Source: an optimization exercise on an open RTL-to-GDS flow (aim: small area, a short achievable clock period and few clock cycles per item). Production flows keep margins and buffers that such runs may drop. Function was checked by simulation only, so behaviour that the tests miss may differ from the original. Power is estimated from default activity; no workload was simulated.

==> v13: inputs <==
// matmult1
module matmult1
  (
   input         clk,
   input         rst,
   input         start,
   input [31:0]  a11, a12, a21, a22, b11, b12, b21, b22,
   output [31:0] c11, c12, c21, c22,
   output reg    done
   );
   always @(posedge clk)
     done <= start & ~rst;
   wire w1;
   wire w2;
   wire w3;
   rdec u4 (.x1(a11[1]), .x0(a11[0]), .ns1(w1), .ns2(w2), .s3(w3));
   wire w5;
   wire w6;
   wire w7;
   rdec u8 (.x1(a11[3]), .x0(a11[2]), .ns1(w5), .ns2(w6), .s3(w7));
   wire w9;
   wire w10;
   wire w11;
   rdec u12 (.x1(a11[5]), .x0(a11[4]), .ns1(w9), .ns2(w10), .s3(w11));
   wire w13;
   wire w14;
   wire w15;
   rdec u16 (.x1(a11[7]), .x0(a11[6]), .ns1(w13), .ns2(w14), .s3(w15));
   wire w17;
   wire w18;
   wire w19;
   rdec u20 (.x1(a11[9]), .x0(a11[8]), .ns1(w17), .ns2(w18), .s3(w19));
   wire w21;
   wire w22;
   wire w23;
   rdec u24 (.x1(a11[11]), .x0(a11[10]), .ns1(w21), .ns2(w22), .s3(w23));
   wire w25;
   wire w26;
   wire w27;
   rdec u28 (.x1(a11[13]), .x0(a11[12]), .ns1(w25), .ns2(w26), .s3(w27));
   wire w29;
   wire w30;
   wire w31;
   rdec u32 (.x1(a11[15]), .x0(a11[14]), .ns1(w29), .ns2(w30), .s3(w31));
   wire w33;
   wire w34;
   wire w35;
   rdec u36 (.x1(a11[17]), .x0(a11[16]), .ns1(w33), .ns2(w34), .s3(w35));
   wire w37;
   wire w38;
   wire w39;
   rdec u40 (.x1(a11[19]), .x0(a11[18]), .ns1(w37), .ns2(w38), .s3(w39));
   wire w41;
   wire w42;
   wire w43;
   rdec u44 (.x1(a11[21]), .x0(a11[20]), .ns1(w41), .ns2(w42), .s3(w43));
   wire w45;
   wire w46;
   wire w47;
   rdec u48 (.x1(a11[23]), .x0(a11[22]), .ns1(w45), .ns2(w46), .s3(w47));
   wire w49;
   wire w50;
   wire w51;
   rdec u52 (.x1(a11[25]), .x0(a11[24]), .ns1(w49), .ns2(w50), .s3(w51));
   wire w53;
   wire w54;
   wire w55;
   rdec u56 (.x1(a11[27]), .x0(a11[26]), .ns1(w53), .ns2(w54), .s3(w55));
   wire w57;
   wire w58;
   wire w59;
   rdec u60 (.x1(a11[29]), .x0(a11[28]), .ns1(w57), .ns2(w58), .s3(w59));
   wire w61;
   wire w62;
   wire w63;
   rdec u64 (.x1(a11[31]), .x0(a11[30]), .ns1(w61), .ns2(w62), .s3(w63));
   wire w65;
   wire w66;
   wire w67;
   rdec u68 (.x1(a12[1]), .x0(a12[0]), .ns1(w65), .ns2(w66), .s3(w67));
   wire w69;
   wire w70;
   wire w71;
   rdec u72 (.x1(a12[3]), .x0(a12[2]), .ns1(w69), .ns2(w70), .s3(w71));
   wire w73;
   wire w74;
   wire w75;
  ...
export LEC_CHECK = 0
export CAP_MARGIN = 20
export CORE_MARGIN = 2
export CORE_UTILIZATION = 35
export PLACE_DENSITY = 0.5
export SLEW_MARGIN = 20
export SYNTH_HIERARCHICAL = 1
export SYNTH_MINIMUM_KEEP_SIZE = 0
create_clock -name core_clock -period 16.0 [get_ports {clk}]
standard.sh (not shown) runs the stock make flow with config.mk's settings and CLKGATE_MAP_FILE= SYNTH_SCRIPT=/design/flow/synth_recipe.tcl, a recipe that flattens the netlist after the stock synthesis.
==> flow/flow/run.sh <==
#!/bin/bash
# Own layout flow: the standard ORFS flow (standard.sh, unchanged
# synthesis), with
#  - flow/downsize.tcl run after synthesis (ORFS's POST_SYNTH_TCL hook) to
#    take the selector cells ABC sized x2 back to x1,
#  - timing repair aimed at a setup slack of MARGIN ns instead of 0 (the
#    clock period and constraints are the design's),
#  - buf_4 port buffers instead of the default buffer cell.
# make's full output goes to flow_make.log here; each ORFS step logs under
# orfs/logs/.
set -euo pipefail
MARGIN=8.5
bash standard.sh SETUP_SLACK_MARGIN=$MARGIN \
  "POST_SYNTH_TCL=$PWD/flow/downsize.tcl" \
  "BUFFER_PORTS_ARGS=-buffer_cell sky130_fd_sc_hd__buf_4" finish > flow_make.log 2>&1
==> flow/flow/downsize.tcl <==
# Run by ORFS after synthesis (POST_SYNTH_TCL), before floorplan: Yosys's
# ABC maps each small selector module on its own and picks the x2 drive of
# a21oi; take it back to x1 (the layout's timing repair sizes up what needs
# it). Only drive strengths change.
set db [ord::get_db]
set block [ord::get_db_block]
set map [dict create sky130_fd_sc_hd__a21oi_2 sky130_fd_sc_hd__a21oi_1 \
           sky130_fd_sc_hd__o22ai_2 sky130_fd_sc_hd__o22ai_1]
set n 0
foreach inst [$block getInsts] {
  set m [[$inst getMaster] getName]
  if {[dict exists $map $m]} {
    $inst swapMaster [$db findMaster [dict get $map $m]]
    incr n
  }
}
puts "downsize.tcl: $n instances downsized"
==> inputs of v25, as changes to v13 <==
- TNS_END_PERCENT: not set -> 20
==> flow_summary.yaml <==
layout:
  fin_area_sq_um: 95700
  layout.nets: 11500
  final_util_pct: 40.3
pwr:
  p_sw_share_pct: 51.5
sta:
  setup_slack_ns: 8.34
run_status:
  outcome: "timing/DRC/antenna clean"
route:
  wl_met3_um: 91000
(the above is from v25)
==> flow_summary.yaml <==
layout:
  layout.nets: 11500
  final_util_pct: 40.3
run_status:
  outcome: "timing/DRC/antenna clean"
yosys:
  syn_nets: 10900
critical_path:
  cp_max_fo: 34
sta:
  setup_slack_ns: 8.33
route:
  wl_met3_um: 91300
pwr:
  p_sw_share_pct: 51.2
(the above is from v13)
Testbench counts of v13, summed over its fixed seeds: cycles 384, items 384.
Testbench counts of v25, summed over its fixed seeds: cycles 384, items 384.

## port drivers added, routing unchanged
No port has a modelled driver above. Below, the same layouts with a new extraction and two added sets of constraints. Step 1: set_driving_cell puts a clkbuf_16 on clk and a buf_2 on each other input, an assumption about the parent block. Step 2 also shifts input and output timing later by t, the mid clock arrival at the registers, as if the neighbouring blocks saw the same clock. Slacks: ideal ports / drivers / drivers and shift; pairs: ideal ports / drivers.
run | t (ns) | setup slack, ns | worst data-port slew with drivers (ns)
v13 | 0.835 | 8.327 / 8.335 / 7.501 | 0.23
v25 | 0.834 | 8.337 / 8.362 / 7.539 | 0.23
After both steps every run listed still meets setup and hold. The setup slack of v13, which loses most, moves by +0.008 ns with the drivers and by -0.826 ns with both steps.
